What follows belongs to an exercise in optimizing a design on an open flow for small area; a production flow would make more cautious choices. RTL that was checked went through simulation tests only; none was proved equivalent to the original. Only the layout flow was run in runs 2 to 6; the RTL was not checked for function there. Power and IR drop assume default switching activity.

<file path="flow/design.v">
module pwm_lt2 (
    input  wire [1:0] na,
    input  wire [1:0] b,
    input  wire       ci,
    output wire       co
);
    wire c1 = (na[0] & b[0]) | ((na[0] | b[0]) & ci);
    assign co = (na[1] & b[1]) | ((na[1] | b[1]) & c1);
endmodule
module pwm_lt6 (
    input  wire [5:0] na,
    input  wire [5:0] b,
    output wire       co
);
    integer k;
    reg c;
    always @* begin
        c = 1'b0;
        for (k = 0; k < 6; k = k + 1)
            c = (na[k] & b[k]) | ((na[k] | b[k]) & c);
    end
    assign co = c;
endmodule
module pwm_lt32 (
    input  wire [31:0] na,
    input  wire [31:0] b,
    output wire        lt
);
    wire [13:0] c;
    pwm_lt6 s0 (.na(na[5:0]), .b(b[5:0]), .co(c[0]));
    genvar k;
    generate
        for (k = 0; k < 13; k = k + 1) begin : g
            pwm_lt2 s (.na(na[2*k+7:2*k+6]), .b(b[2*k+7:2*k+6]), .ci(c[k]), .co(c[k+1]));
        end
    endgenerate
    assign lt = c[13];
endmodule
module pwm_aoi222 (
    input  wire [2:0] a,
    input  wire [2:0] b,
    output wire       y
);
    assign y = ~|(a & b);
endmodule
module pwm_rdbit (
    input  wire [15:0] q,
    input  wire [15:0] sel,
    input  wire        k,
    output wire        y
);
    wire [4:0] n;
    genvar j;
    generate
        for (j = 0; j < 5; j = j + 1) begin : g
            pwm_aoi222 m (.a(q[3*j+2:3*j]), .b(sel[3*j+2:3*j]), .y(n[j]));
        end
    endgenerate
    assign y = ~(&n & ~(q[15] & sel[15])) | k;
endmodule
module pwm_rdbit0 (
    input  wire [15:0] q,
    input  wire [15:0] sel,
    output wire        y
);
    wire [4:0] n;
    genvar j;
    generate
        for (j = 0; j < 5; j = j + 1) begin : g
            pwm_aoi222 m (.a(q[3*j+2:3*j]), .b(sel[3*j+2:3*j]), .y(n[j]));
        end
    endgenerate
    assign y = ~(&n & ~(q[15] & sel[15]));
endmodule
module pwm (
    input  wire        clk,
    input  wire        reset,        
    input  wire [4:0]  address,      
    input  wire        write,
    input  wire        chipselect,
    input  wire [31:0] writedata,
    output wire [31:0] readdata,
    output wire [7:0]  pwm_out
);
    reg [31:0] regs [15:0];
    reg [15:0] wrtn;
    wire we = chipselect & write;
    integer i;
    always @(posedge clk) begin
        for (i = 0; i < 16; i = i + 1)
            if (we && address[3:0] == i)
                regs[i] <= writedata;
    end
    always @(posedge clk or posedge reset) begin
        if (reset)
            wrtn <= 16'd0;
        else
            for (i = 0; i < 16; i = i + 1)
                if (we && address[3:0] == i)
                    wrtn[i] <= 1'b1;
    end
    reg [31:0] readdata_reg;
    assign readdata = readdata_reg;
    reg [15:0] sel;
    always @* begin
        for (i = 0; i < 16; i = i + 1)
            sel[i] = ~address[4] && address[3:0] == i && wrtn[i];
    end
    wire flag_rd = wrtn[address[3:0]];
    wire k_div   = ~address[4] & ~address[0] & ~flag_rd;    
    wire k_duty  = ~address[4] &  address[0] & ~flag_rd;    
    wire [31:0] kbits = {25'd0, k_div, k_div | k_duty, k_duty, 1'b0, k_div, k_duty, 1'b0};
    wire [31:0] rd_next;
    genvar b;
    generate
        for (b = 0; b < 32; b = b + 1) begin : rb
            wire [15:0] col;
            for (genvar r = 0; r < 16; r = r + 1) begin : rc
                assign col[r] = regs[r][b];
            end
            if (b == 1 || b == 2 || b == 4 || b == 5 || b == 6) begin : k
                pwm_rdbit m (.q(col), .sel(sel), .k(kbits[b]), .y(rd_next[b]));
            end else begin : n
                pwm_rdbit0 m (.q(col), .sel(sel), .y(rd_next[b]));
            end
        end
    endgenerate
    always @(posedge clk)
        readdata_reg <= rd_next;
    reg [31:0] counter;
    wire [31:0] ncounter = ~counter;
    wire lt_div0;
    pwm_lt32 cmp_div (.na(ncounter), .b(regs[0]), .lt(lt_div0));
    wire wrap = wrtn[0] ? ~lt_div0 : (counter >= 32'd100);
    always @(posedge clk or posedge reset) begin
        if (reset)
            counter <= 32'd0;
        else if (wrap)
            counter <= 32'd0;
        else
            counter <= counter + 32'd1;
    end
    reg [7:0] pwm_out_reg;
    assign pwm_out = ~pwm_out_reg;
    wire lt_rst = counter < 32'd50;
    wire [7:0] lt_duty;
    generate
        for (b = 0; b < 8; b = b + 1) begin : pc
            pwm_lt32 cmp (.na(ncounter), .b(regs[2*b+1]), .lt(lt_duty[b]));
        end
    endgenerate
    always @(posedge clk or posedge reset) begin
        if (reset)
            pwm_out_reg <= 8'b0;
        else
            for (i = 0; i < 8; i = i + 1)
                pwm_out_reg[i] <= wrtn[2*i+1] ? lt_duty[i] : lt_rst;
    end
endmodule
</file>
<file path="flow/constraint.sdc">
create_clock -name core_clock -period 5.0 [get_ports {clk}]
set_input_delay 1.0000 -clock core_clock [delete_from_list [all_inputs] [get_ports {clk}]]
set_output_delay 1.0000 -clock core_clock [all_outputs]
set_load 0.01 [all_outputs]
</file>
<file path="flow/run.sh">
#!/bin/bash
# synth_recipe.tcl (not shown) runs the flow's synth.tcl, then flattens the netlist and writes it again
# the make line also repeats each setting of config.mk as NAME=value (left out here)
make -C /OpenROAD-flow-scripts/flow DESIGN_CONFIG=/design/flow/config.mk WORK_HOME=/design/flow/orfs CLKGATE_MAP_FILE= SYNTH_SCRIPT=/design/flow/synth_recipe.tcl finish
</file>
<file path="flow/config.mk">
export PLATFORM = sky130hd
export DESIGN_NAME = pwm
export DESIGN_NICKNAME = pwm
export VERILOG_FILES = /design/flow/design.v
export SDC_FILE = /design/flow/constraint.sdc
export NUM_CORES = 4
export LEC_CHECK = 0
export CAP_MARGIN = 20
export CORE_MARGIN = 2
export CORE_UTILIZATION = 55
export CTS_BUF_LIST = sky130_fd_sc_hd__clkbuf_16
export CTS_CLUSTER_DIAMETER = 70
export CTS_CLUSTER_SIZE = 24
export SETUP_SLACK_MARGIN = 0.05
export SLEW_MARGIN = 20
export SYNTH_HIERARCHICAL = 1
export SYNTH_MINIMUM_KEEP_SIZE = 0
</file>
==> results of run 1 <==
## critical path, delay by kind of cell, from the launching register on
family | cells | cell delay, ps
AOI/OAI and AO/OA | 30 | 4100
buffers and inverters | 1 | 130
DFF | 1 | 410
and+or+nand+nor | 1 | 60
## power by group
part	total, mW	switching (mW)	internal [mW]
clock	3.19	1.68	1.51
combinational	0.922	0.502	0.420
sequential	5.66	0.0944	5.57
## Yosys stat by module, one instance, submodules excluded, excerpt
module      flip-flops and latches  cell area, um2  cells
pwm_rdbit0                       0            16.3      3
pwm_aoi222                       0            10.0      1
pwm_lt6                          0            61.3      9
pwm_rdbit                        0            20.0      3
pwm_lt2                          0            20.0      4
pwm                            600           19000    877
## repair_timing
action                                  CTS  global route
pin swaps                                 2            80
gates cloned                              0             2
setup buffers                             0            10
hold buffers                              0             0
gates resized for setup                   6            45
endpoints found under the setup margin   33            40
## layout by cell type, fill, tap and decap left out, types with 33 or more instances in the layout
cell type / n
sky130_fd_sc_hd__buf_4: 63
sky130_fd_sc_hd__o22ai_1: 126
sky130_fd_sc_hd__a21oi_1: 129
sky130_fd_sc_hd__and3_1: 43
sky130_fd_sc_hd__clkdlybuf4s50_1: 80
sky130_fd_sc_hd__inv_1: 42
sky130_fd_sc_hd__o21ai_1: 114
sky130_fd_sc_hd__nand4_1: 49
sky130_fd_sc_hd__edfxtp_1: 512
sky130_fd_sc_hd__a222oi_1: 160
sky130_fd_sc_hd__nand2_1: 168
sky130_fd_sc_hd__nor2_1: 33
sky130_fd_sc_hd__dfrtp_1: 55
sky130_fd_sc_hd__clkbuf_16: 38
## logic make-up (layout without fill, tap and decap cells)
| logic type | Yosys count | count (layout) | synth area share [%] |
|---|---|---|---|
| AO/OA/AOI/OAI | 617 | 617 | 17.5 |
| flip-flops | 600 | 600 | 72.4 |
| AND/OR/NAND/NOR | 384 | 384 | 7.83 |
| buffers and inverters | 50 | 266 | 0.827 |
| XOR/XNOR | 24 | 24 | 0.874 |
| multiplexers | 5 | 5 | 0.468 |
| adder cells (fa/ha/maj) | 2 | 2 | 0.104 |
## layout make-up
cell class | count | share of cell area, %
inverters | 42 | 0.586
flip-flops and latches | 600 | 62.8
clock buffers | 37 | 3.34
multi-input cells | 1032 | 24.1
repair inverters | 1 | 0.0271
clock inverters | 27 | 0.915
well taps | 585 | 2.64
repair buffers | 159 | 5.59
## how the worst min path moves through the flow
stage                                     start                        to  slack (ps)  depth (start not counted)
after CTS                  regs[4][8]$_DFFE_PP_   readdata_reg[8]$_DFF_P_         490                          2
after global placement     wrtn[10]$_DFFE_PP0P_      wrtn[10]$_DFFE_PP0P_         470                          1
after global routing       regs[4][8]$_DFFE_PP_   readdata_reg[8]$_DFF_P_         510                          2
after detailed placement   regs[4][2]$_DFFE_PP_   readdata_reg[2]$_DFF_P_         460                          2
after floorplan            regs[4][0]$_DFFE_PP_   readdata_reg[0]$_DFF_P_         450                          2
final                     regs[4][20]$_DFFE_PP_  readdata_reg[20]$_DFF_P_         490                          2
## per-layer routing
metal | routed length, um | vias to the layer above
li1 | - | 7491
met1 | 28100 | 8493
met2 | 30200 | 946
met3 | 6270 | 106
met4 | 1800 | 0
met5 | 0 | -
==> notes.md, run 1 <==
Layout:
- The number of inserted filler cells in the final layout is 3200.
- The repair_antennas step left the layout with diodes totalling 0.
- Registers take 0.0174 mm2.
- Summing all non-filler instances in the final layout gives an area of 0.0277 mm2.
- Once layout is complete, the utilization of the core stands at 64.4%.
- The register with the most flip-flops in the layout has 512 of them.
- The layout overhead on the synthesized area is 15.4%.
- In the final layout, the multi-input gates occupy 0.00670 mm2.
- The post-route netlist has 12.0% of its cells at a drive strength greater than 1.
- The non-filler instance count after layout is 2483.
- For this run, the post-layout net count is 1915.

Global routing:
- For this run the aggregate overflow at the end of global routing stands at 0.
- The met3 routing resource usage after global routing is 4.28%.
- The initial antenna violation count is 0.
- The global-route met1 utilization is 43.6%.
- Across every metal layer, demand over resource in global routing totals 29.1%.
- The first global-routing pass estimated 97.4 mm of wire.
- The number of global-route vias before repair is 15700.
- The most utilized layer in the global route result is met2.
- The maximum number of pins on one net before global-route repair is 34.
- Global routing consumed, on the met2 layer, 44.4% of the routing resources.

Hold path:
- The path type of the worst min-delay path is register to register.

Synth:
- Counting flops and latches in the post-synthesis netlist gives 600.
- Summing the sequential cell areas from Yosys gives 72.4% of the chip area.
- Among all flip-flop cells after synthesis, the most frequent one is sky130_fd_sc_hd__edfxtp_1.
- The average footprint of a synthesized cell is 14.3 um2.
- The most common cell in the synthesized netlist is sky130_fd_sc_hd__edfxtp_1.
- After synthesis, the most frequently instantiated cells are 512 x sky130_fd_sc_hd__edfxtp_1, 168 x sky130_fd_sc_hd__nand2_1, 160 x sky130_fd_sc_hd__a222oi_1.
- Counting every instance in the synthesized netlist gives 1682.
- The post-synthesis cell type count is 40.
- By area the synthesized netlist is led by sky130_fd_sc_hd__edfxtp_1 64%, sky130_fd_sc_hd__a222oi_1 6.7%, sky130_fd_sc_hd__dfrtp_1 5.8%.
- Summed over its instances, the top area cell type makes up 63.9% of the synthesized netlist area.
- Of all flip-flops after synthesis, the portion carrying an async set or reset was 9.33%.
- Summing every instance area after synthesis gives 0.0240 mm2.
- Yosys printed 10 warnings.
- The number of enable flip-flop cells after synthesis is 512.
- Summed over all instances, the cell type with the most area after synthesis is sky130_fd_sc_hd__edfxtp_1.

Clocking:
- The clock tree root driver cell is sky130_fd_sc_hd__clkbuf_16.
- The later pin in the worst-skew pair is clocked with a latency of 580 ps.
- The number of buffers created by CTS is 36.
- The number of sinks handled by clock tree synthesis is 600.
- The clock-pin slew on the worst setup and hold paths is 90 ps.
- The number of buffers between clock root and the deepest sink is 3.
- TritonCTS built the clock tree.
- The CTS H-tree depth is 2.

Routing:
- The routed layout has 17000 vias.
- The total iterations of the first detailed-routing run is 10.
- The detailed router finished its first iteration with 3204 violations.
- The remaining routing DRC violations is 0.
- Summed over all layers, the routed wires come to 66.3 mm.
- The count of antenna-violating nets left after detailed routing is 0.
- In the final routed layout, each cell accounts on average for 26.7 um.
- Using the TritonRoute via totals, the vias-per-cell ratio works out to 6.86.

Timing:
- The portion of the clock cycle consumed by the worst path in the final layout is 96.0%.
- The number of hold-slack violations in the final timing report is 0.
- The max-slew violation total from the final report is 0.
- The slew at the pin closest to its max-slew limit is 975 ps.
- The shortest period the worst path allows is 4800 ps.
- Setup violations remaining at the end of the flow were counted as 0.
- The highest achievable clock rate is 0.208 GHz.
- Adding up every negative setup slack in the final design gives 0 ps.
- The final clock skew is 22.7 ps.
- In this run the tightest slew margin relative to its limit is 35.0%.
- In the post-route analysis, the smallest setup slack over all paths is 200 ps.
- Setup repair after global routing could not meet its margin everywhere.
- The worst hold slack across all endpoints is 490 ps.

Placed design:
- Port buffering added 80 buffers.
- The number of cells in the design after placement is 2407.
- The HPWL after detailed placement is 42.4 mm.
- Summing all placed instances gives a cell area of 0.0263 mm2.
- Routability-driven placement finished with a final weighted congestion of 0.863.
- OpenSTA, run right after detailed placement, puts the worst setup slack at -93.2 ps.

Floorplan:
- The region available for standard cell placement spans 0.0431 mm2.
- In this run the core area contains 76 standard-cell rows.
- The width of the chip is 213 um.
- The die outline area is 0.0454 mm2.
- The die span in y is 213 um.
- 81 I/O pins were placed.
- For this configuration, the core starts out at a cell density of 55.8%.

Setup path:
- The most critical setup path has its endpoint at pwm_out_reg[3]$_DFF_PP0_.
- Along the worst path, the maximum fanout reaches 8.
- The worst register-to-register path has a depth of 32.
- At the worst endpoint, the arrival time is 5280 ps.
- The most repeated library cell on the critical path is sky130_fd_sc_hd__a21oi_1.
- The worst register-to-register path ends at pwm_out_reg[3]$_DFF_PP0_.
- The slowest cell on the critical path is sky130_fd_sc_hd__dfrtp_1.
- The critical path starts at counter[2]$_DFF_PP0_.
- The element type at the critical path end is a register.
- The flop-to-flop setup slack is 200 ps.
- The startpoint kind of the worst setup timing path is a register.
- The critical register-to-register path startpoint is counter[2]$_DFF_PP0_.
- The critical path in this run is classified as register to register.
- For the worst setup path, the data required time is 5480 ps.
- The delay contributed by the slowest stage of the critical path is 410 ps.

Power:
- In this run the power density over the cells is 352 mW/mm2.
- For this design the static power due to leakage is 9.02 nW.
- The worst vdd rail ir drop is 326 uV.
- Overall power consumption after layout is estimated at 9.78 mW.

Job:
- Across the run, the number of max-cap violations was 0.

Status:
- The run finished with no timing, DRC or antenna violations.
==> inputs of run 2 (changes only) <==
--- a/flow/design.v
+++ b/flow/design.v
@@ -9,16 +9,2 @@
 endmodule
-module pwm_lt6 (
-    input  wire [5:0] na,
-    input  wire [5:0] b,
-    output wire       co
-);
-    integer k;
-    reg c;
-    always @* begin
-        c = 1'b0;
-        for (k = 0; k < 6; k = k + 1)
-            c = (na[k] & b[k]) | ((na[k] | b[k]) & c);
-    end
-    assign co = c;
-endmodule
 module pwm_lt32 (
@@ -28,11 +14,11 @@
 );
-    wire [13:0] c;
-    pwm_lt6 s0 (.na(na[5:0]), .b(b[5:0]), .co(c[0]));
+    wire [16:0] c;
+    assign c[0] = 1'b0;
     genvar k;
     generate
-        for (k = 0; k < 13; k = k + 1) begin : g
-            pwm_lt2 s (.na(na[2*k+7:2*k+6]), .b(b[2*k+7:2*k+6]), .ci(c[k]), .co(c[k+1]));
+        for (k = 0; k < 16; k = k + 1) begin : g
+            pwm_lt2 s (.na(na[2*k+1:2*k]), .b(b[2*k+1:2*k]), .ci(c[k]), .co(c[k+1]));
         end
     endgenerate
-    assign lt = c[13];
+    assign lt = c[16];
 endmodule
@@ -108,3 +94,3 @@
     end
-    wire flag_rd = wrtn[address[3:0]];
+    wire flag_rd = |sel;
     wire k_div   = ~address[4] & ~address[0] & ~flag_rd;    
@@ -129,4 +115,4 @@
         readdata_reg <= rd_next;
-    reg [31:0] counter;
-    wire [31:0] ncounter = ~counter;
+    reg  [31:0] ncounter;
+    wire [31:0] counter = ~ncounter;
     wire lt_div0;
@@ -136,7 +122,7 @@
         if (reset)
-            counter <= 32'd0;
+            ncounter <= 32'hFFFFFFFF;
         else if (wrap)
-            counter <= 32'd0;
+            ncounter <= 32'hFFFFFFFF;
         else
-            counter <= counter + 32'd1;
+            ncounter <= ncounter - 32'd1;
     end
--- a/flow/config.mk
+++ b/flow/config.mk
@@ -9,3 +9,3 @@
 export CORE_MARGIN = 2
-export CORE_UTILIZATION = 55
+export CORE_UTILIZATION = 40
 export CTS_BUF_LIST = sky130_fd_sc_hd__clkbuf_16
@@ -13,3 +13,3 @@
 export CTS_CLUSTER_SIZE = 24
-export SETUP_SLACK_MARGIN = 0.05
+export SETUP_SLACK_MARGIN = 0.1
 export SLEW_MARGIN = 20
==> notes.md, run 2 <==
Status:
- The run finished, with violations left.
- The run did not pass the layout checks because of negative setup slack.

Placed design:
- The final weighted congestion in routability-driven placement is 0.841.
- Detailed placement ended at an HPWL of 43.2 mm.
- After detailed placement, the total cell area comes to 0.0264 mm2.
- Input and output buffers added on the ports amount to 80.

Layout:
- The number of antenna diodes in the final layout is 0.
- The most common cell after layout, fill and taps aside is sky130_fd_sc_hd__edfxtp_1.
- The post-route core utilization is 47.3%.
- After routing the design area is 0.0280 mm2.
- The ratio of cells with drive above 1 in the final layout is 13.4%.
- The register with the most flip-flops in the layout has 512 of them.
- The net count of the finished layout is 1930.
- The area growth from synthesis to layout is 16.5%.
- In the layout the commonest cells are 512 x sky130_fd_sc_hd__edfxtp_1, 206 x sky130_fd_sc_hd__nand2_1, 160 x sky130_fd_sc_hd__a222oi_1.

Clocking:
- Clock tree synthesis found a total of 600 sinks.
- Counting the buffers created by CTS gives 35.
- The CTS H-tree depth is 2.
- The clock tree from TritonCTS is yes.
- The source-to-sink clock delay at the later pin of the worst-skew pair is 590 ps.
- No sink is reached through more buffers than the 3 on the longest clock path.
- Clock tree synthesis selected as its root buffer the cell sky130_fd_sc_hd__clkbuf_16.
- The clock-pin slew on the worst setup and hold paths is 100 ps.

Synth:
- The parity-gate share of the synthesized area counting xor and xnor cells is 0.364%.
- The portion of synthesized area spent on multiplexers is 0.0416%.
- The synthesized design contains 512 enable-type register cells.
- The largest total area in the synthesized netlist belongs to sky130_fd_sc_hd__edfxtp_1.
- The synthesized netlist devotes 17.4% of its cell area to compound gates.
- The commonest cells after synthesis are 512 x sky130_fd_sc_hd__edfxtp_1, 206 x sky130_fd_sc_hd__nand2_1, 160 x sky130_fd_sc_hd__a222oi_1.
- The post-synthesis instance area is 0.0241 mm2.
- During synthesis, Yosys emitted a total of 9 warnings.
- In this run, synthesis produced a sequential element count of 600.
- Yosys attributes the largest share of cell area to sky130_fd_sc_hd__edfxtp_1 64%, sky130_fd_sc_hd__a222oi_1 6.7%, sky130_fd_sc_hd__o22ai_1 3.7%.
- The basic-gate share of the synthesized area counting and, or, nand and nor cells is 8.96%.
- By area, the combinational part of the netlist is dominated by compound AO/OA/AOI/OAI gates.
- The post-synthesis instance total is 1706.
- The average footprint of a synthesized cell is 14.1 um2.
- The async set or reset register ratio after synthesis is 9.33%.
- Among all cell types in the netlist, the one instantiated most often is sky130_fd_sc_hd__edfxtp_1.
- The post-synthesis cell type count is 51.
- Of the total synthesized cell area, the portion taken by full adders, half adders and majority gates is 0.0520%.
- Of the post-synthesis cell area, the dominant cell type holds 63.9%.
- The top flip-flop cell by instance count after synthesis is sky130_fd_sc_hd__edfxtp_1.
- Summing the sequential cell areas from Yosys gives 72.5% of the chip area.

Timing:
- The worst setup margin is -37.0 ps.
- In this run the tightest slew margin relative to its limit is 34.8%.
- Between clock sinks in the finished design, the worst skew comes to 26.4 ps.
- The final setup violation count is 1.
- The slew at the pin closest to its max-slew limit is 978 ps.
- Setup repair after global routing could not meet its margin everywhere.
- The final-layout setup total negative slack is -37.0 ps.
- Dividing the final minimum period by the clock period gives 101%.
- The number of hold-slack violations in the final timing report is 0.
- Counting I/O delays and the setup requirement, the final critical path takes 5040 ps.
- The worst hold slack across all endpoints is 478 ps.
- Static timing analysis puts the maximum clock frequency at 0.199 GHz.
- The max-slew violation total from the final report was 0.

Floorplan:
- The die outline area is 0.0622 mm2.
- Measured along the x axis, the die boundary spans 249 um.
- The initialized floorplan defines 89 standard-cell rows.
- The initial utilization of the core area, before any placement, comes to 40.6%.
- Measured along the y axis, the die boundary spans 249 um.
- In this run the standard cell core region covers 0.0592 mm2.
- The count of boundary I/O pins is 81.

Hold path:
- The tightest min-delay check is of the register to register type.
- The destination of the worst hold path is wrtn[4]$_DFFE_PP0P_.
- Along the worst hold path, the cell count comes to 1.
- The startpoint identified for the worst hold timing path is wrtn[4]$_DFFE_PP0P_.

Setup path:
- The startpoint kind of the worst setup timing path is a register.
- The slowest stage of the critical path is the sky130_fd_sc_hd__dfstp_2 cell.
- The endpoint identified for the worst register-to-register timing path is pwm_out_reg[0]$_DFF_PP0_.
- The critical path is of the register to register type.
- STA classifies the critical path endpoint as a register.
- The largest single stage delay on the critical path is 580 ps.
- The endpoint arrival time on the critical path is 5530 ps.
- Together, buffers and inverters on the worst path number 2.
- For flop-to-flop paths, the worst setup slack is -40 ps.
- The family with the most delay on the worst path is compound AO/OA/AOI/OAI gates.
- The required arrival time at the worst endpoint is 5490 ps.
- The number of cell instances on the worst register-to-register path is 36.
- The most repeated library cell on the critical path is sky130_fd_sc_hd__a21oi_1.
- Of all nets on the critical path, the largest fanout is 7.
- In this run the critical register-to-register path is launched from ncounter[1]$_DFF_PP1_.

Global routing:
- The maximum number of pins on one net before global-route repair is 34.
- For this run, the total global-route usage over all layers was measured as 21.2%.
- Summed over all layers, the global routing overflow is 0.
- The initial antenna violation count was 0.
- The global-route wire length before repair is 101 mm.
- The number of global-route vias before repair was 16200.

Job:
- The tool flagged a number of max-cap violations equal to 0.

Routing:
- In this run, the number of DRC markers left after iteration 0 of detailed routing was 2203.
- The total iterations of the first detailed-routing run is 10.
- In the routed design, unresolved DRC markers number 0.
- The routed wire length per instance is 25.4 um.
- The count of antenna-violating nets left after detailed routing is 0.
- The aggregate routed wire length is 68.4 mm.
- The number of vias per cell is 6.33.
- The detailed-route via count is 17000.

Power:
- Power spread over the standard cell area amounts to 355 mW/mm2.
- In this run switching power makes up 23.7% of total power.
- The analysis attributes to cell leakage a power of 9.00 nW.
- The worst vdd rail ir drop is 181 uV.
- In this run, flip-flops and latches consume 57.2% of the power.
- Internal power comes to 7.59 mW.
- The part of the power in the clock network is 32.9%.
- The share of total power in combinational logic is 9.9%.
- Summed over all nets, the switching power comes to 2.35 mW.
-- run 2: cell types whose count changed after synthesis, sizes merged, moves of 15 or more --
cell   change
nand2     +38
dfrtp     -32
dfstp     +32
nor2      -31
inv       -26
xnor2     -20
a22oi     -19
o22ai     +18
nand3     +15
or4       +15
-- run 2: power groups by stage --
stage / clock, mW / combinational (mW) / sequential [mW]
after global placement: 0 / 0.757 / 5.80
after floorplan: 0 / 0.325 / 5.82
after CTS: 3.33 / 0.920 / 5.69
final: 3.27 / 0.981 / 5.69
after global routing: 3.49 / 1.04 / 5.71
after detailed placement: 0 / 0.771 / 5.81
-- run 2: cells by family (layout without fill, tap and decap cells) --
kind of cell               count (synthesis)  after routing
AOI/OAI and AO/OA                        629            629
muxes                                      1              1
DFF                                      600            600
other                                      9              9
xor gates and xnor gates                  10             10
adders and majority gates                  1              1
and+or+nand+nor                          430            430
buffers and inverters                     26            234
-- run 2: routing by layer --
metal | GRT usage (%) | up-vias | part of all wire (%)
li1 | - | 7591 | -
met1 | 28.9 | 8610 | 42
met2 | 36.2 | 727 | 49
met3 | 2.57 | 90 | 6.8
met4 | 5.39 | 0 | 2.0
met5 | 0 | - | 0
-- run 2: layout make-up --
cell class	instances	area, um2
inverter	16	60.1
multi-input combinational	1080	6830
clock buffer	37	926
tap	773	967
sequential	600	17500
fill	5158	31200
clock inverter	26	263
timing repair buffer	155	1540
-- run 2: how the worst max path moves through the flow --
stage | end | cells past startpoint | start | slack (ps)
2_1_floorplan | ncounter[15]$_DFF_PP1_ | 35 | ncounter[0]$_DFF_PP1_ | 830
3_3_place_gp | pwm_out_reg[7]$_DFF_PP0_ | 35 | ncounter[0]$_DFF_PP1_ | -300
3_5_place_dp | pwm_out_reg[7]$_DFF_PP0_ | 35 | ncounter[0]$_DFF_PP1_ | -320
4_1_cts | pwm_out_reg[3]$_DFF_PP0_ | 36 | ncounter[0]$_DFF_PP1_ | 20
5_1_grt | pwm_out_reg[0]$_DFF_PP0_ | 36 | ncounter[1]$_DFF_PP1_ | -290
6_report | pwm_out_reg[0]$_DFF_PP0_ | 36 | ncounter[1]$_DFF_PP1_ | -40
-- run 2: modules after synthesis (local to each module, per instance) --
module / cell area, um2 / cells inside
pwm_rdbit0: 16.3 / 3
pwm_aoi222: 10.0 / 1
pwm_lt32: 3.75 / 1
pwm_rdbit: 20.0 / 3
pwm_lt2: 20.0 / 4
pwm: 19000 / 865
-- run 2: what timing repair did --
action	4_1_cts	5_1_grt
pin swaps	113	51
gates resized for setup	51	22
setup endpoints to repair	40	40
setup buffers	8	2
cloned	3	1
hold buffers	0	0
-- run 2: stage by stage --
step,cells,power (mW),worst slack (ps)
global route,2687,10.2,-291
global placement,2610,6.56,-304
detailed placement,2610,6.58,-319
CTS,2684,9.94,24.7
floorplan,1706,6.15,826
finish,2687,9.95,-37.0
==> inputs of run 3 (changes only) <==
--- a/flow/design.v
+++ b/flow/design.v
@@ -24,9 +24,2 @@
 endmodule
-module pwm_aoi222 (
-    input  wire [2:0] a,
-    input  wire [2:0] b,
-    output wire       y
-);
-    assign y = ~|(a & b);
-endmodule
 module pwm_rdbit (
@@ -37,24 +30,3 @@
 );
-    wire [4:0] n;
-    genvar j;
-    generate
-        for (j = 0; j < 5; j = j + 1) begin : g
-            pwm_aoi222 m (.a(q[3*j+2:3*j]), .b(sel[3*j+2:3*j]), .y(n[j]));
-        end
-    endgenerate
-    assign y = ~(&n & ~(q[15] & sel[15])) | k;
-endmodule
-module pwm_rdbit0 (
-    input  wire [15:0] q,
-    input  wire [15:0] sel,
-    output wire        y
-);
-    wire [4:0] n;
-    genvar j;
-    generate
-        for (j = 0; j < 5; j = j + 1) begin : g
-            pwm_aoi222 m (.a(q[3*j+2:3*j]), .b(sel[3*j+2:3*j]), .y(n[j]));
-        end
-    endgenerate
-    assign y = ~(&n & ~(q[15] & sel[15]));
+    assign y = |(q & sel) | k;
 endmodule
@@ -94,3 +66,3 @@
     end
-    wire flag_rd = |sel;
+    wire flag_rd = wrtn[address[3:0]];
     wire k_div   = ~address[4] & ~address[0] & ~flag_rd;    
@@ -106,7 +78,3 @@
             end
-            if (b == 1 || b == 2 || b == 4 || b == 5 || b == 6) begin : k
-                pwm_rdbit m (.q(col), .sel(sel), .k(kbits[b]), .y(rd_next[b]));
-            end else begin : n
-                pwm_rdbit0 m (.q(col), .sel(sel), .y(rd_next[b]));
-            end
+            pwm_rdbit m (.q(col), .sel(sel), .k(kbits[b]), .y(rd_next[b]));
         end
@@ -115,4 +83,4 @@
         readdata_reg <= rd_next;
-    reg  [31:0] ncounter;
-    wire [31:0] counter = ~ncounter;
+    reg [31:0] counter;
+    wire [31:0] ncounter = ~counter;
     wire lt_div0;
@@ -122,7 +90,7 @@
         if (reset)
-            ncounter <= 32'hFFFFFFFF;
+            counter <= 32'd0;
         else if (wrap)
-            ncounter <= 32'hFFFFFFFF;
+            counter <= 32'd0;
         else
-            ncounter <= ncounter - 32'd1;
+            counter <= counter + 32'd1;
     end
--- a/flow/config.mk
+++ b/flow/config.mk
@@ -10,6 +10,2 @@
 export CORE_UTILIZATION = 40
-export CTS_BUF_LIST = sky130_fd_sc_hd__clkbuf_16
-export CTS_CLUSTER_DIAMETER = 70
-export CTS_CLUSTER_SIZE = 24
-export SETUP_SLACK_MARGIN = 0.1
 export SLEW_MARGIN = 20
==> notes.md, run 3 <==
Status:
- The run finished with no timing, DRC or antenna violations.

Job:
- The number of max-cap violations is 0.

Clocking:
- The number of clock buffers added by TritonCTS is 66.
- After clock tree synthesis, the clock-pin slew on the worst setup and hold paths is 60 ps.
- The number of hold buffers added after CTS was 0.
- The clock tree from TritonCTS is yes.
- At the later pin of the worst-skew pair, clock insertion delay measures 600 ps.
- The CTS H-tree depth is 3.
- Clock tree synthesis selected as its root buffer the cell sky130_fd_sc_hd__clkbuf_16.
- The clock passes through at most 3 buffers.
- The clock drives 600 sinks.

Setup path:
- Data arrives at the worst endpoint at 5350 ps.
- Of all nets on the critical path, the largest fanout is 6.
- The slowest cell on the critical path is sky130_fd_sc_hd__dfrtp_1.
- The critical path in this run is classified as register to register.
- Across all register-to-register paths, the minimum setup slack is 160 ps.
- The most repeated library cell on the critical path is sky130_fd_sc_hd__a21oi_1.
- The delay contributed by the slowest stage of the critical path is 390 ps.
- The worst reg2reg path endpoint is pwm_out_reg[4]$_DFF_PP0_.
- The startpoint kind of the worst setup timing path is a register.
- In this run the critical register-to-register path is launched from counter[1]$_DFF_PP0_.
- The worst setup path is captured at a register.
- The number of cell instances on the worst register-to-register path is 37.
- At the worst endpoint, the required time is 5500 ps.

Synth:
- The post-synthesis instance area is 0.0246 mm2.
- The synthesized netlist contains 39 unique library cells.
- The area fraction of the dominant cell type after synthesis is 62.5%.
- The most common cell in the netlist is sky130_fd_sc_hd__edfxtp_1.
- The biggest area contributor in the post-synthesis netlist is sky130_fd_sc_hd__edfxtp_1.
- Counting flops and latches in the post-synthesis netlist gives 600.
- The Yosys step of the flow raised 9 warnings.
- Counting flops with a built-in enable in the synthesized netlist gives 512.
- For this run, the leading register cell type out of synthesis is sky130_fd_sc_hd__edfxtp_1.
- The commonest cells after synthesis are 512 x sky130_fd_sc_hd__edfxtp_1, 178 x sky130_fd_sc_hd__a21oi_1, 161 x sky130_fd_sc_hd__nand2_1.
- Dividing the synthesized area by the synthesized cell count gives 13.8 um2.
- The post-synthesis sequential area ratio is 70.8%.
- By area the synthesized netlist is led by sky130_fd_sc_hd__edfxtp_1 63%, sky130_fd_sc_hd__dfrtp_1 5.7%, sky130_fd_sc_hd__a22oi_1 4.0%.
- Synthesis produced 1780 cells.
- The async set or reset register ratio after synthesis is 9.33%.

Global routing:
- The first global-routing pass estimated 104 mm of wire.
- The number of global-route vias before repair is 17000.
- Entering global routing, the biggest net connects 36 pins.
- Global routing finished with a remaining overflow of 0.
- The global-route total usage across every layer is 21.6%.
- The initial antenna violation count is 0.

Timing:
- The final setup violation count is 0.
- The max-slew violation total from the final report was 0.
- Summed over all failing endpoints, the final setup total negative slack is 0 ps.
- Hold timing on the final database bottoms out at a slack of 498 ps.
- Based on the critical path, the design can be clocked at up to 0.206 GHz.
- The worst path needs 4840 ps of the cycle, external delays included.
- The number of hold-slack violations in the final timing report is 0.
- The clock arrives with 32.5 ps of skew.
- The worst slew margin relative to its limit is 32.3%.
- The portion of the clock cycle consumed by the worst path in the final layout is 96.9%.
- The slew at the pin closest to its max-slew limit is 1020 ps.
- Setup repair after global routing could not meet its margin everywhere.

Floorplan:
- The count of boundary I/O pins is 81.
- The die span in y is 252 um.
- The row count is 90.
- The placeable core area is 0.0606 mm2.
- The die covers 0.0635 mm2.
- The die is 252 um wide.
- The initial utilization of the core area, before any placement, comes to 40.6%.

Layout:
- The most common cell after layout, fill and taps aside is sky130_fd_sc_hd__edfxtp_1.
- The net count of the finished layout is 2073.
- The ratio of cells with drive above 1 in the final layout is 15.2%.
- The register with the most flip-flops in the layout has 512 of them.
- The library cells used most frequently in the layout, excluding fill and tap cells, are 512 x sky130_fd_sc_hd__edfxtp_1, 166 x sky130_fd_sc_hd__a21oi_1, 161 x sky130_fd_sc_hd__nand2_1.
- Fill cells in the final layout number 5235.
- The non-filler instance count after layout is 2865.
- The area growth from synthesis to layout is 21.1%.

Power:
- For this design the total switching power over the nets is 2.58 mW.
- Of the total power, the share spent switching nets is 22.6%.
- The ratio of total power to cell area is 383 mW/mm2.
- For this design the static power due to leakage is 9.78 nW.
- Power comes to 11.4 mW.
- The sequential cell fraction of total power is 49.6%.
- The clock network accounts for 41.4% of the total power.
- Per report_power, the combinational group accounts for 8.9% of the total.
- The internal portion of the total power is 8.83 mW.
- The worst vdd rail ir drop is 280 uV.

Routing:
- After detailed routing, the average wire length per cell comes to 24.3 um.
- The remaining routing DRC violations is 0.
- For this block, the initial DRC count from the detailed router was 1883.
- Dividing the detail-routed via count by the number of cells gives 6.02.
- The count of nets left with antenna violations once routing finished came out at 0.
- Detailed routing inserted a total of 17200 vias.
- The aggregate routed wire length is 69.6 mm.
- The total iterations of the first detailed-routing run is 9.

Placed design:
- The number of cells in the design after placement is 2729.
- Input and output buffers added on the ports amount to 80.
- The final weighted congestion in routability-driven placement is 0.848.
- The HPWL after detailed placement is 44.3 mm.

Hold path:
- The path with the worst hold slack has its endpoint at wrtn[6]$_DFFE_PP0P_.
- The start point of the worst min-delay path is wrtn[6]$_DFFE_PP0P_.
- Along the worst hold path, the cell count comes to 1.
- The path type of the worst min-delay path is register to register.
==> run 3: cell count changes after synthesis, sizes merged, moves of 24 or more <==
cell	delta
a21oi	+34
a221oi	+32
a222oi	-128
a22o	+32
a22oi	+131
and4	+30
dfrtp	+32
dfstp	-32
inv	+26
nand2	-44
nor2	+29
xnor2	+24
==> run 3: final cells by class <==
cell class	instances	area, um2	share of cell area, %
sequential	600	17400	58.5
multi-input combinational	1153	7450	25.0
clock buffer	93	1900	6.38
timing repair buffer	167	1670	5.61
tap	782	978	3.29
clock inverter	27	198	0.664
inverter	42	158	0.530
antenna	1	2.50	0.00841
==> run 3: cell families (layout without fill, tap and decap cells) <==
group / count (synthesis) / in the layout / share of synthesized area, %
buffers and inverters: 53 / 329 / 0.829
xor gates and xnor gates: 28 / 28 / 0.997
other: 10 / 37 / 0.153
DFF: 600 / 600 / 70.8
adders and majority gates: 2 / 2 / 0.102
muxes: 4 / 4 / 0.366
and+or+nand+nor: 378 / 378 / 7.83
AOI/OAI and AO/OA: 705 / 705 / 18.9
==> run 3: worst max-delay path by stage <==
| stage | endpoint | startpoint | depth (start not counted) | slack (ps) |
|---|---|---|---|---|
| finish | pwm_out_reg[4]$_DFF_PP0_ | counter[1]$_DFF_PP0_ | 37 | 160 |
| global route | counter[29]$_DFF_PP0_ | counter[0]$_DFF_PP0_ | 38 | -330 |
| CTS | pwm_out_reg[7]$_DFF_PP0_ | counter[0]$_DFF_PP0_ | 36 | 10 |
| detailed placement | counter[26]$_DFF_PP0_ | counter[0]$_DFF_PP0_ | 37 | -170 |
| global placement | counter[23]$_DFF_PP0_ | counter[0]$_DFF_PP0_ | 37 | -150 |
| floorplan | regs[2][0]$_DFFE_PP_ | address[1] | 4 | 510 |
==> run 3: modules after synthesis (local to each module, per instance) <==
module | flops+latches | cell area (um2) | cells inside | times used
pwm | 600 | 19000 | 875 | 1
pwm_rdbit | 0 | 83.8 | 10 | 32
pwm_lt2 | 0 | 20.0 | 4 | 144
pwm_lt32 | 0 | 3.75 | 1 | 9
==> run 3: critical path, delay by kind of cell (launching register included) <==
kind            cells  cell delay, ps
buf+inv             3             330
flops               1             390
simple gates        1              70
compound gates     33            3960
==> run 3: layer usage <==
metal	global-route usage (%)	vias up	wire length, um
li1	-	7801	-
met1	28.6	8687	29100
met5	0	-	0
met2	36.0	622	33900
met4	7.13	0	1850
met3	3.93	123	4710
==> run 3: power by group through the flow <==
stage	registers, mW	logic (mW)	clock network, mW
floorplan	5.75	0.401	0
global placement	5.76	0.841	0
detailed placement	5.76	0.855	0
CTS	5.66	0.869	4.82
global route	5.68	1.10	5.02
finish	5.66	1.02	4.73
==> run 3: through the flow <==
| step | util (%) | setup slack [ps] | area [um2] |
|---|---|---|---|
| after floorplan | - | 513 | 24700 |
| after global placement | 44.9 | -153 | 27200 |
| after detailed placement | 44.9 | -166 | 27200 |
| after CTS | 48.4 | 12.0 | 29300 |
| after global routing | 49.1 | -332 | 29800 |
| final | 49.1 | 155 | 29800 |
==> run 3: repair_timing <==
item	in CTS	in global routing
gates resized for setup	7	88
endpoints found under the setup margin	33	40
setup buffers	1	8
gates cloned	0	6
hold endpoints to repair	0	0
pin swaps	6	131
==> inputs of run 4 (changes only) <==
==> flow/design.v (replaced) <==
module pwm (
    input  wire        clk,
    input  wire        reset,        
    input  wire [4:0]  address,      
    input  wire        write,
    input  wire        chipselect,
    input  wire [31:0] writedata,
    output wire [31:0] readdata,
    output wire [7:0]  pwm_out
);
    reg [31:0] regs [15:0];
    reg [15:0] wrtn;
    wire we = chipselect & write;
    integer i;
    function automatic lt32(input [31:0] a, input [31:0] b);
        integer k;
        reg r;
        begin
            r = 1'b0;
            for (k = 0; k < 32; k = k + 1)
                r = (~a[k] & b[k]) | ((~a[k] | b[k]) & r);
            lt32 = r;
        end
    endfunction
    always @(posedge clk) begin
        for (i = 0; i < 16; i = i + 1)
            if (we && address[3:0] == i)
                regs[i] <= writedata;
    end
    always @(posedge clk or posedge reset) begin
        if (reset)
            wrtn <= 16'd0;
        else
            for (i = 0; i < 16; i = i + 1)
                if (we && address[3:0] == i)
                    wrtn[i] <= 1'b1;
    end
    reg [31:0] readdata_reg;
    assign readdata = readdata_reg;
    wire [31:0] raw_rd  = regs[address[3:0]];
    wire        flag_rd = wrtn[address[3:0]];
    wire [31:0] rst_rd  = address[0] ? 32'd50 : 32'd100;
    always @(posedge clk)
        readdata_reg <= address[4] ? 32'd0 : (flag_rd ? raw_rd : rst_rd);
    reg [31:0] counter;
    wire wrap = wrtn[0] ? ~lt32(counter, regs[0]) : (counter >= 32'd100);
    always @(posedge clk or posedge reset) begin
        if (reset)
            counter <= 32'd0;
        else if (wrap)
            counter <= 32'd0;
        else
            counter <= counter + 32'd1;
    end
    reg [7:0] pwm_out_reg;
    assign pwm_out = ~pwm_out_reg;
    wire lt_rst = counter < 32'd50;
    always @(posedge clk or posedge reset) begin
        if (reset)
            pwm_out_reg <= 8'b0;
        else
            for (i = 0; i < 8; i = i + 1)
                pwm_out_reg[i] <= wrtn[2*i+1] ? lt32(counter, regs[2*i+1]) : lt_rst;
    end
endmodule
--- a/flow/config.mk
+++ b/flow/config.mk
@@ -11,3 +11 @@
 export SLEW_MARGIN = 20
-export SYNTH_HIERARCHICAL = 1
-export SYNTH_MINIMUM_KEEP_SIZE = 0
==> notes.md, run 4 <==
Layout:
- The number of flip-flops under the largest register name is 512.
- The number of antenna diodes in the final layout is 0.
- Cells with a size suffix above 1 make up 11.7% of the layout.
- The layout overhead on the synthesized area is 16.2%.
- Cells fill 47.0% of the core in the end.
- The top cell types in the final layout, fill and taps aside, are 512 x sky130_fd_sc_hd__edfxtp_1, 175 x sky130_fd_sc_hd__a22oi_1, 137 x sky130_fd_sc_hd__nor2_1.
- The non-filler instance count after layout is 3006.
- After the last flow step, the layout net total stands at 2142.
- The most common cell after layout, fill and taps aside is sky130_fd_sc_hd__edfxtp_1.

Hold path:
- The startpoint identified for the worst hold timing path is wrtn[10]$_DFFE_PP0P_.
- Along the worst hold path, the cell count comes to 1.
- The path type of the worst min-delay path is register to register.
- The destination of the worst hold path is wrtn[10]$_DFFE_PP0P_.

Global routing:
- The number of global-route vias before repair was 18900.
- The initial antenna violation count was 1.
- The global-route total usage across every layer is 27.5%.
- The first global-routing pass estimated 134 mm of wire.
- The final global-route overflow total is 0.
- The maximum number of pins on one net before global-route repair is 57.

Clocking:
- Clock latency on the worst-skew pair, taken at its later pin, is 640 ps.
- Once the clock tree was built, the resizer swapped 0 gates to a different size.
- The number of buffers between clock root and the deepest sink is 3.
- The CTS H-tree depth is 2.
- The number of buffers created by CTS is 61.
- The count of hold-fix buffers inserted at cts is 0.
- The root buffer cell chosen for the clock tree is sky130_fd_sc_hd__clkbuf_16.
- The number of sinks handled by clock tree synthesis is 600.
- TritonCTS built the clock tree.
- The clock-pin slew on the worst setup and hold paths is 60 ps.
- The total setup buffers inserted after CTS is 0.

Synth:
- In this run, synthesis inferred 512 flip-flops with an integrated enable.
- Yosys attributes the largest share of cell area to sky130_fd_sc_hd__edfxtp_1 59%, sky130_fd_sc_hd__dfrtp_1 5.4%, sky130_fd_sc_hd__a22oi_1 5.0%.
- The top cell type by area accounts for 58.9% of the synthesized area.
- Yosys instantiated no cell more often than sky130_fd_sc_hd__edfxtp_1.
- For this run, the leading register cell type out of synthesis is sky130_fd_sc_hd__edfxtp_1.
- The post-synthesis instance area is 0.0261 mm2.
- The post-synthesis instance total is 2010.
- Of all flip-flops after synthesis, the portion carrying an async set or reset was 9.33%.
- The cell type contributing the most total cell area after synthesis is sky130_fd_sc_hd__edfxtp_1.
- The count of warnings emitted by yosys is 2.
- By count the netlist is led by 512 x sky130_fd_sc_hd__edfxtp_1, 175 x sky130_fd_sc_hd__a22oi_1, 147 x sky130_fd_sc_hd__nor2_1.
- The post-synthesis cell type count is 71.
- A synthesized cell averages 13.0 um2.
- The share of the Yosys chip area taken by registers is 66.7%.
- The synthesized flop and latch total is 600.

Timing:
- The max-slew violation total from the final report is 0.
- The number of hold-slack violations in the final timing report is 0.
- Setup repair after global routing left no endpoint under its margin.
- The slew at the pin closest to its max-slew limit is 1170 ps.
- Measured against its own limit, the worst slew margin works out to 20.0%.
- The worst path needs 4250 ps of the cycle, external delays included.
- Setup violations remaining at the end of the flow were counted as 0.
- Derived from the worst setup path, the maximum achievable clock frequency is 0.235 GHz.
- The final clock skew is 20.2 ps.
- The worst path uses 85.1% of the clock period.

Floorplan:
- Measured along the x axis, the die boundary spans 259 um.
- In this run the core area contains 93 standard-cell rows.
- The total area inside the core boundary comes to 0.0645 mm2.
- The die span in y is 259 um.
- The die covers 0.0673 mm2.
- The count of boundary I/O pins is 81.
- The effective utilization at floorplan is 40.5%.

Routing:
- After the first detailed-routing iteration, the DRC count stood at 2670.
- The routed wire length per instance is 30.8 um.
- For this run, design rule violations remaining after detail routing come to 0.
- Summed over all layers, the routed wires come to 92.7 mm.
- The count of antenna-violating nets left after detailed routing is 0.
- The routed layout has 19500 vias.
- For this run, the detailed router's first-pass iteration total came to 6.
- Dividing the detail-routed via count by the number of cells gives 6.47.

Power:
- The share of total power in combinational logic is 8.0%.
- The worst vdd rail ir drop is 282 uV.
- The proportion of total power due to net switching is 23.6%.
- The standby leakage power is 9.85 nW.
- The ratio of total power to cell area is 371 mW/mm2.
- The sequential cell fraction of total power is 50.8%.
- In this run the power spent charging and discharging nets is 2.65 mW.
- The internal power summed over all cells is 8.61 mW.
- The part of the power in the clock network is 41.2%.

Setup path:
- The endpoint identified for the worst register-to-register timing path is pwm_out_reg[2]$_DFF_PP0_.
- The endpoint arrival time on the critical path is 4820 ps.
- The critical register-to-register path startpoint is counter[2]$_DFF_PP0_.
- The number of cells on the worst reg-to-reg path is 13.
- The setup path with the least slack is of type register to register.
- Along the worst path, the maximum fanout reaches 11.
- At the worst endpoint, the required time is 5560 ps.
- STA classifies the critical path endpoint as a register.
- The flop-to-flop setup slack is 750 ps.
- The worst setup path is launched from a register.

Placed design:
- During placement, the flow inserted port buffers numbering 80.
- The HPWL after detailed placement is 60.8 mm.
- The final weighted congestion in routability-driven placement is 0.956.
- The number of cells in the design after placement is 2891.

Status:
- The run finished with no timing, DRC or antenna violations.

Job:
- The number of max-cap violations is 0.
## run 4: logic make-up after synthesis
logic type | synth area share, %
AO/OA/AOI/OAI | 17.4
XOR/XNOR | 1.01
adder cells (fa/ha/maj) | 2.51
buffers and inverters | 3.24
flip-flops | 66.7
multiplexers | 0.431
AND/OR/NAND/NOR | 8.73
## run 4: stage by stage
stage	setup slack, ps	cell area (um2)	hold slack, ps	TNS, ps	total power, mW
global route	631	30300	493	0	11.6
finish	746	30300	465	0	11.3
global placement	920	28300	451	0	6.70
floorplan	-165	26100	434	-5430	6.27
detailed placement	894	28300	447	0	6.71
CTS	975	30300	462	0	11.3
## run 4: how the worst max path moves through the flow
| stage | startpoint | end | slack, ps | cells past startpoint |
|---|---|---|---|---|
| final | counter[2]$_DFF_PP0_ | pwm_out_reg[2]$_DFF_PP0_ | 750 | 13 |
| after global routing | counter[2]$_DFF_PP0_ | pwm_out_reg[2]$_DFF_PP0_ | 630 | 13 |
| after CTS | counter[1]$_DFF_PP0_ | pwm_out_reg[1]$_DFF_PP0_ | 970 | 13 |
| after detailed placement | address[2] | readdata_reg[19]$_SDFF_PP0_ | 890 | 10 |
| after global placement | address[0] | readdata_reg[8]$_SDFF_PP0_ | 920 | 9 |
| after floorplan | address[0] | regs[1][0]$_DFFE_PP_ | -160 | 4 |
## run 4: area by class of cell
cell class	count	area, um2
Timing Repair Buffer	142	1370
Inverter	101	379
Sequential cell	600	17400
Clock inverter	35	360
Clock buffer	80	1650
Tap cell	855	1070
Fill cell	5744	34100
Multi-Input combinational cell	1193	8080
## run 4: power by group through the flow
stage	sequential [mW]	combinational, mW	clock, mW
final	5.72	0.902	4.64
after global routing	5.74	0.973	4.88
after CTS	5.72	0.895	4.68
after detailed placement	5.82	0.889	0
after global placement	5.82	0.879	0
after floorplan	5.76	0.509	0
## run 4: routing by layer
layer / vias up / routed length, um / track usage (%)
met3: 220 / 8100 / 3.74
li1: 8123 / - / -
met1: 9864 / 36700 / 37.4
met2: 1243 / 44100 / 44.8
met5: - / 18 / 0
met4: 2 / 3820 / 10.7
## run 4: critical path, cell delays in order (launching register included)
cell                        delay, ps
sky130_fd_sc_hd__dfrtp_1          520
sky130_fd_sc_hd__inv_2            230
sky130_fd_sc_hd__o221ai_1         160
sky130_fd_sc_hd__a2bb2oi_1        170
sky130_fd_sc_hd__a221oi_1         530
sky130_fd_sc_hd__maj3_1           300
sky130_fd_sc_hd__o2bb2ai_1        120
sky130_fd_sc_hd__a2111oi_0        940
sky130_fd_sc_hd__a2111oi_0        200
sky130_fd_sc_hd__nor2_1           300
sky130_fd_sc_hd__o2111ai_1        290
sky130_fd_sc_hd__a21oi_1          220
sky130_fd_sc_hd__o32ai_1          100
sky130_fd_sc_hd__nand2_1           90
==> inputs of run 5 (changes only) <==
--- a/flow/config.mk
+++ b/flow/config.mk
@@ -7,5 +7,6 @@
 export LEC_CHECK = 0
-export CAP_MARGIN = 20
+export CAP_MARGIN = 0
 export CORE_MARGIN = 2
 export CORE_UTILIZATION = 40
-export SLEW_MARGIN = 20
+export CTS_BUF_LIST = sky130_fd_sc_hd__clkbuf_4
+export SLEW_MARGIN = 0
==> notes.md, run 5 <==
Synth:
- The async set or reset register ratio after synthesis is 9.33%.
- Counting distinct cell types in the post-synthesis netlist gives 71.
- Yosys attributes the largest share of cell area to sky130_fd_sc_hd__edfxtp_1 59%, sky130_fd_sc_hd__dfrtp_1 5.4%, sky130_fd_sc_hd__a22oi_1 5.0%.
- The count of warnings emitted by yosys is 2.
- Counting every instance in the synthesized netlist gives 2010.
- By instance count, the leading cell after synthesis is sky130_fd_sc_hd__edfxtp_1.
- The number of enable flip-flop cells after synthesis is 512.
- The area fraction of the dominant cell type after synthesis is 58.9%.
- The average footprint of a synthesized cell is 13.0 um2.
- The top flip-flop cell by instance count after synthesis is sky130_fd_sc_hd__edfxtp_1.
- The commonest cells after synthesis are 512 x sky130_fd_sc_hd__edfxtp_1, 175 x sky130_fd_sc_hd__a22oi_1, 147 x sky130_fd_sc_hd__nor2_1.
- The post-synthesis instance area is 0.0261 mm2.
- Summed over all instances, the cell type with the most area after synthesis is sky130_fd_sc_hd__edfxtp_1.
- The synthesized flop and latch total is 600.
- The share of the Yosys chip area taken by registers is 66.7%.

Setup path:
- For the worst setup path, the data arrival time is 5230 ps.
- The startpoint kind of the worst setup timing path is a register.
- The required arrival time at the worst endpoint is 5950 ps.
- The element type at the critical path end is a register.
- The worst register-to-register path begins at counter[2]$_DFF_PP0_.
- The worst reg2reg path endpoint is pwm_out_reg[2]$_DFF_PP0_.
- The start-to-end type of the worst setup path is register to register.
- The flop-to-flop setup slack is 720 ps.
- The maximum fanout encountered on the critical timing path is 11.
- The number of cell instances on the worst register-to-register path is 13.

Power:
- The worst vdd rail ir drop is 193 uV.
- Power spread over the standard cell area amounts to 363 mW/mm2.
- The standby leakage power is 10.1 nW.
- The overall power after layout is 11.0 mW.

Floorplan:
- The width of the chip is 259 um.
- Measured along the y axis, the die boundary spans 259 um.
- The die covers 0.0673 mm2.
- The row count is 93.
- The placeable core area is 0.0645 mm2.
- The effective utilization at floorplan is 40.5%.
- For this design the top-level I/O count stands at 81.

Global routing:
- The first global-routing pass estimated 136 mm of wire.
- The global-route total usage across every layer is 28.0%.
- The final global-route overflow total is 0.
- The number of global-route vias before repair is 19700.
- The maximum number of pins on one net before global-route repair is 57.
- The initial antenna violation count is 2.

Routing:
- The number of vias per cell is 6.28.
- In the final routed layout, each cell accounts on average for 29.4 um.
- The detailed router's first-iteration violation count is 2678.
- The total iterations of the first detailed-routing run is 6.
- The detail route stage leaves a number of antenna-violating nets equal to 0.
- The detailed router placed 20000 vias in this run.
- For this block, the routed nets add up to 93.8 mm of wire.
- The remaining routing DRC violations is 0.

Layout:
- In the final design database the tool counted 2236 nets.
- The top cell types in the final layout, fill and taps aside, are 512 x sky130_fd_sc_hd__edfxtp_1, 238 x sky130_fd_sc_hd__clkbuf_4, 175 x sky130_fd_sc_hd__a22oi_1.
- Once layout is complete, the utilization of the core stands at 47.2%.
- The ratio of cells with drive above 1 in the final layout is 18.0%.
- The number of flip-flops under the largest register name is 512.
- The area growth from synthesis to layout is 16.6%.
- The most common cell after layout, fill and taps aside is sky130_fd_sc_hd__edfxtp_1.

Hold path:
- The path type of the worst min-delay path is register to register.
- The worst hold path terminates at wrtn[10]$_DFFE_PP0P_.
- The hold-critical path depth is 1.
- The start point of the worst min-delay path is wrtn[10]$_DFFE_PP0P_.

Clocking:
- The count of hold-fix buffers inserted at cts is 0.
- The H-tree was split into 4 levels.
- The source-to-sink clock delay at the later pin of the worst-skew pair is 1020 ps.
- The total setup buffers inserted after CTS is 0.
- After clock tree synthesis, the clock-pin slew on the worst setup and hold paths is 60 ps.
- TritonCTS built the clock tree.
- The clock tree root driver cell is sky130_fd_sc_hd__clkbuf_4.
- The number of buffers between clock root and the deepest sink is 3.
- The number of sinks handled by clock tree synthesis is 600.
- The number of buffers created by CTS is 155.
- The number of instances resized during post-cts repair is 0.

Timing:
- The slew at the pin closest to its max-slew limit is 1130 ps.
- The number of hold-slack violations in the final timing report is 0.
- The highest achievable clock rate is 0.233 GHz.
- The final clock skew is 68.7 ps.
- The max-slew violation total from the final report came to 0.
- The worst slew margin relative to its limit is 22.5%.
- The portion of the clock cycle consumed by the worst path in the final layout is 85.7%.
- The final setup violation count is 0.
- The shortest period the worst path allows is 4280 ps.
- Setup repair after global routing left no endpoint under its margin.

Placed design:
- The HPWL after detailed placement is 60.8 mm.
- Input and output buffers added on the ports amount to 80.
- The final weighted congestion in routability-driven placement is 0.956.

Status:
- The flow ran to the end and the layout has no timing, DRC or antenna violations.

Job:
- The number of max-cap violations is 0.
## run 5: cell count changes in the layout (fill, tap and decap cells not counted), sizes merged
cell    delta
clkbuf   +158
clkinv    +16
diode      +8
bufinv     -4
inv        +1
## run 5: critical path: stages (launching register included)
cell,delay [ps]
sky130_fd_sc_hd__dfrtp_1,520
sky130_fd_sc_hd__inv_2,230
sky130_fd_sc_hd__o221ai_1,160
sky130_fd_sc_hd__a2bb2oi_1,170
sky130_fd_sc_hd__a221oi_1,570
sky130_fd_sc_hd__maj3_1,310
sky130_fd_sc_hd__o2bb2ai_1,120
sky130_fd_sc_hd__a2111oi_0,910
sky130_fd_sc_hd__a2111oi_0,200
sky130_fd_sc_hd__nor2_1,290
sky130_fd_sc_hd__o2111ai_1,320
sky130_fd_sc_hd__a21oi_1,230
sky130_fd_sc_hd__o32ai_1,100
sky130_fd_sc_hd__nand2_1,90
## run 5: power by group
part           internal [mW]  switching [mW]
registers               5.57           0.149
logic                  0.359           0.543
clock network           2.34            2.08
## run 5: cells by family after synthesis
family	count (synthesis)	synth area share, %
AO/OA/AOI/OAI	631	17.4
flip-flops	600	66.7
AND/OR/NAND/NOR	464	8.73
buffers and inverters	217	3.24
adder cells (fa/ha/maj)	63	2.51
XOR/XNOR	30	1.01
multiplexers	5	0.431
## run 5: layout make-up
type | instances | area [um2]
Antenna cell | 8 | 20.0
Clock buffer | 238 | 1790
Clock inverter | 48 | 302
Fill cell | 5823 | 34000
Inverter | 101 | 379
Multi-Input combinational cell | 1193 | 8080
Sequential cell | 600 | 17400
Tap cell | 855 | 1070
Timing Repair Buffer | 142 | 1370
## run 5: worst max path at each step
stage | from | slack [ps] | cells after the start | endpoint
after global routing | counter[2]$_DFF_PP0_ | 620 | 13 | pwm_out_reg[2]$_DFF_PP0_
after detailed placement | address[2] | 890 | 10 | readdata_reg[19]$_SDFF_PP0_
final | counter[2]$_DFF_PP0_ | 720 | 13 | pwm_out_reg[2]$_DFF_PP0_
after floorplan | address[0] | -160 | 4 | regs[1][0]$_DFFE_PP_
after global placement | address[0] | 920 | 9 | readdata_reg[8]$_SDFF_PP0_
after CTS | counter[2]$_DFF_PP0_ | 970 | 13 | pwm_out_reg[2]$_DFF_PP0_
## run 5: layer usage
layer	share of wire, %	GRT usage, %
met4	3.9	12.5
met5	0	0
met2	48	45.2
met3	9.1	5.14
met1	39	36.9
## run 5: metrics by stage
| stage | setup slack [ps] | instances | cell area [um2] | setup TNS (ps) | hold WS [ps] |
|---|---|---|---|---|---|
| 2_1_floorplan | -165 | 2010 | 26100 | -5430 | 434 |
| 3_3_place_gp | 920 | 2891 | 28300 | 0 | 451 |
| 3_5_place_dp | 894 | 2891 | 28300 | 0 | 447 |
| 4_1_cts | 973 | 3177 | 30400 | 0 | 460 |
| 5_1_grt | 617 | 3185 | 30400 | 0 | 483 |
| 6_report | 717 | 3185 | 30400 | 0 | 469 |
==> inputs of run 6 (changes only) <==
==> flow/design.v (replaced) <==
module pwm (
    input  wire        clk,
    input  wire        reset,        
    input  wire [4:0]  address,      
    input  wire        write,
    input  wire        chipselect,
    input  wire [31:0] writedata,
    output wire [31:0] readdata,
    output wire [7:0]  pwm_out
);
    reg [31:0] div  [7:0];     
    reg [31:0] duty [7:0];     
    reg [31:0] readdata_reg;
    assign readdata = readdata_reg;
    reg [31:0] counter;
    reg [7:0] pwm_out_reg;
    assign pwm_out = ~pwm_out_reg;   
    integer i;
    always @(posedge clk or posedge reset) begin
        if (reset) begin
            for (i = 0; i < 8; i = i + 1) begin
                div[i]  <= 32'd100;
                duty[i] <= 32'd50;
            end
        end
        else if (chipselect && write) begin
            if (address[0] == 1'b0)
                div[address[3:1]]  <= writedata;    
            else
                duty[address[3:1]] <= writedata;
        end
    end
    always @(posedge clk) begin
        if (address[4:1] < 8) begin
            if (address[0] == 1'b0)
                readdata_reg <= div[address[4:1]];
            else
                readdata_reg <= duty[address[4:1]];
        end
        else begin
            readdata_reg <= 32'd0;
        end
    end
    always @(posedge clk or posedge reset) begin
        if (reset) begin
            counter <= 0;
        end
        else if (counter >= div[0]) begin
            counter <= 0;
        end
        else begin
            counter <= counter + 1;
        end
    end
    always @(posedge clk or posedge reset) begin
        if (reset) begin
            pwm_out_reg <= 8'b0;
        end
        else begin
            for (i = 0; i < 8; i = i + 1) begin
                pwm_out_reg[i] <= (counter < duty[i]) ? 1'b1 : 1'b0;
            end
        end
    end
endmodule
--- a/flow/config.mk
+++ b/flow/config.mk
@@ -7,6 +7,5 @@
 export LEC_CHECK = 0
-export CAP_MARGIN = 0
+export CAP_MARGIN = 20
 export CORE_MARGIN = 2
 export CORE_UTILIZATION = 40
-export CTS_BUF_LIST = sky130_fd_sc_hd__clkbuf_4
-export SLEW_MARGIN = 0
+export SLEW_MARGIN = 20
==> notes.md, run 6 <==
Global routing:
- The global-route wire length before repair is 149 mm.
- Entering global routing, the biggest net connects 126 pins.
- The final global-route overflow total is 0.
- The number of global-route vias before repair is 23900.
- Across every metal layer, demand over resource in global routing totals 23.8%.

Routing:
- Dividing the detail-routed via count by the number of cells gives 5.62.
- In the final routed layout, each cell accounts on average for 23.2 um.
- The count of antenna-violating nets left after detailed routing is 0.
- The first routing iteration left 1824 violations.
- The detailed-route via count is 23400.
- After detailed routing, the total wire length is 96.7 mm.
- The total iterations of the first detailed-routing run is 5.
- In the routed design, unresolved DRC markers number 0.

Floorplan:
- In this run the count of I/O pins placed on the die edge is 81.
- The die outline area is 0.0830 mm2.
- The effective utilization at floorplan is 40.2%.
- The die is 288 um wide.
- The row count is 104.

Timing:
- Summed over all failing endpoints, the final setup total negative slack is 0 ps.
- The portion of the clock cycle consumed by the worst path in the final layout is 70.9%.
- The shortest period the worst path allows is 3540 ps.
- The number of hold-slack violations in the final timing report came to 0.

Setup path:
- The start-to-end type of the worst setup path is register to register.
- In this run the critical register-to-register path is launched from counter[6]$_DFF_PP0_.
- The maximum fanout encountered on the critical timing path is 12.
- The largest single stage delay on the critical path is 940 ps.
- The required arrival time at the worst endpoint is 5530 ps.
- Walking the worst path, the cells encountered are ha_1 > a41o_1 > a221oi_1 > o31ai_1 > a211oi_1 > o31ai_1 > a21oi_1.
- The most repeated library cell on the critical path is sky130_fd_sc_hd__o31ai_1.

Synth:
- The synthesized flop and latch total is 584.
- Ranked by total cell area, the synthesized netlist is headed by sky130_fd_sc_hd__dfrtp_1 39%, sky130_fd_sc_hd__ha_1 11%, sky130_fd_sc_hd__mux2_2 9.3%.
- The largest total area in the synthesized netlist belongs to sky130_fd_sc_hd__dfrtp_1.
- Summing the areas of all compound-gate instances in the mapped netlist gives 12.7% of the synthesized area.
- Summing the areas of all xor and xnor instances in the mapped netlist gives 0.814% of the synthesized area.
- Among all flip-flop cells after synthesis, the most frequent one is sky130_fd_sc_hd__dfrtp_1.
- Ranked by instance count, the synthesized netlist is headed by 504 x sky130_fd_sc_hd__dfrtp_1, 296 x sky130_fd_sc_hd__inv_1, 292 x sky130_fd_sc_hd__nand2_1.
- In the synthesized netlist, the number of instances is 3004.
- By area, the combinational part of the netlist is dominated by multiplexers.
- The basic-gate share of the synthesized area counting and, or, nand and nor cells is 7.87%.
- The async set or reset register ratio after synthesis is 94.5%.
- Counting flops with a built-in enable in the synthesized netlist gives 0.
- The count of warnings emitted by yosys is 3.
- After Yosys synthesis, full adders, half adders and majority gates account for 10.9% of the synthesized area.

Hold path:
- The path class of the tightest hold or removal check is register to register.
- The start point of the worst min-delay path is div[2][22]$_DFFE_PP0P_.

Layout:
- Leaving out fill and tap cells, the most frequent cell in the layout is sky130_fd_sc_hd__dfrtp_1.
- The finished layout cell area is 0.0366 mm2.
- The antenna diode instance count is 0.
- The final net count is 3367.
- From synthesis to final layout, the design area changed by 13.3%.
- The post-route netlist has 20.4% of its cells at a drive strength greater than 1.

Status:
- The run finished with no timing, DRC or antenna violations.

Clocking:
- The source-to-sink clock delay at the later pin of the worst-skew pair is 620 ps.
- After clock tree synthesis, the clock-pin slew on the worst setup and hold paths is 60 ps.
- CTS built an H-tree with a depth of 3.
- The number of sinks handled by clock tree synthesis is 584.
- The number of buffers between clock root and the deepest sink is 3.
- In this run the post-CTS setup repair buffer count came out at 0.
- The number of instances resized during post-cts repair is 0.
- The number of clock buffers added by TritonCTS is 68.

Placed design:
- The HPWL after detailed placement is 66.0 mm.
- During placement, the flow inserted port buffers numbering 80.
- Routability-driven placement finished with a final weighted congestion of 0.869.

Power:
- The part of the power in the clock network is 36.6%.
- The standby leakage power is 17.4 nW.
- Net switching is 28.6% of the power.
- Registers are responsible for 44.0% of the overall power.
- VDD sags by at most 231 uV.
- Of the total power, combinational logic draws 19.4%.
- In this run the power density over the cells is 386 mW/mm2.
## run 6: cell count changes after synthesis, sizes merged, moves of 68 or more
cell / previous run / this run
inv: 100 / 298
mux2: 0 / 310
nand2: 70 / 292
o21ai: 51 / 287
edfxtp: 512 / 0
mux4: 5 / 73
a22oi: 175 / 0
dfrtp: 56 / 504
ha: 2 / 281
## run 6: layer usage
metal  vias up  GRT usage (%)  wire length [um]
li1      10800              -                 -
met5         -              0                 9
met4         2           7.86              3260
met2       642           37.9             44300
met3       166           4.19              5890
met1     11800           32.9             43200
## run 6: through the flow
stage | hold slack, ps | power (mW) | utilization [%] | instances | worst slack, ps
finish | 489 | 14.1 | 45.6 | 4160 | 1460
global route | 509 | 14.9 | 45.6 | 4160 | 1300
CTS | 489 | 14.2 | 45.6 | 4160 | 1460
detailed placement | 476 | 9.02 | 42.7 | 4035 | 1170
global placement | 469 | 8.95 | 42.7 | 4035 | 1200
floorplan | 457 | 8.11 | - | 3004 | -3470
## run 6: power by group through the flow
stage	Combinational [mW]	Sequential, mW	Clock, mW
after floorplan	1.99	6.12	0
after global placement	2.68	6.27	0
after detailed placement	2.73	6.29	0
after CTS	2.75	6.21	5.26
after global routing	3.07	6.33	5.46
final	2.73	6.22	5.16
## run 6: path summary, 6_finish.rpt
check	end	slack, ps
max in group asynchronous	counter[11]$_DFF_PP0_	3030
worst min register to register	div[2][22]$_DFFE_PP0P_	490
worst min-delay path	div[2][22]$_DFFE_PP0P_	490
worst max-delay path	pwm_out_reg[5]$_DFF_PP0_	1460
worst max register to register	pwm_out_reg[5]$_DFF_PP0_	1460
min in group asynchronous	duty[4][31]$_DFFE_PP0P_	840
## run 6: logic make-up after synthesis
logic type	count (synthesis)
compound gates	671
xor+xnor	30
fa+ha+maj	281
buf+inv	476
flops	584
mux	399
simple gates	563
## run 6: area by class of cell
cell class / count / area (um2) / share of cell area [%]
Timing Repair Buffer: 149 / 1420 / 3.88
Clock buffer: 104 / 2030 / 5.54
Inverter: 298 / 1120 / 3.07
Multi-Input combinational cell: 1944 / 15900 / 43.5
Tap cell: 1060 / 1330 / 3.62
Clock inverter: 21 / 265 / 0.725
Sequential cell: 584 / 14500 / 39.7
## run 6: worst max-delay path, delay by kind of cell, from the launching register on
family                     cells  cell delay, ps
DFF                            1             720
adders and majority gates      1             370
AOI/OAI and AO/OA              6            2380

==> static timing again, ports no longer ideal <==
No port has a modelled driver above. Below, the same layouts with a new extraction and two added sets of constraints. Step 1: set_driving_cell puts a clkbuf_16 on clk and a buf_2 on each other input, an assumption about the parent block. Step 2 times the ports against the registers' clock, not the clock port: input delays grow and output delays shrink by t, the midpoint of the rising clock arrivals with the driver on. Three values: no drivers, after step 1, after step 2; two values: the first two.
run | t, ns | slack for setup (ns) | hold slack, ns | worst data-port slew with drivers (ns) | cell pins on the clock port's net
run 1 | 0.630 | 0.200 / 0.200 / 0.200 | 0.490 / 0.490 / 0.490 | 0.04 | 1
run 2 | 0.627 | -0.037 / -0.037 / -0.037 | 0.478 / 0.478 / 0.478 | 0.05 | 1
run 3 | 0.643 | 0.155 / 0.155 / 0.155 | 0.498 / 0.498 / 0.498 | 0.04 | 1
run 4 | 0.689 | 0.746 / 0.746 / 0.746 | 0.465 / 0.465 / 0.465 | 0.06 | 1
run 5 | 1.057 | 0.717 / 0.717 / 0.717 | 0.469 / 0.469 / 0.469 | 0.06 | 1
run 6 | 0.676 | 1.456 / 1.456 / 1.161 | 0.489 / 0.489 / 0.489 | 0.08 | 1
For run 6, which loses most, drivers alone change the setup slack by 0.000 ns; drivers and shift together by -0.295 ns.
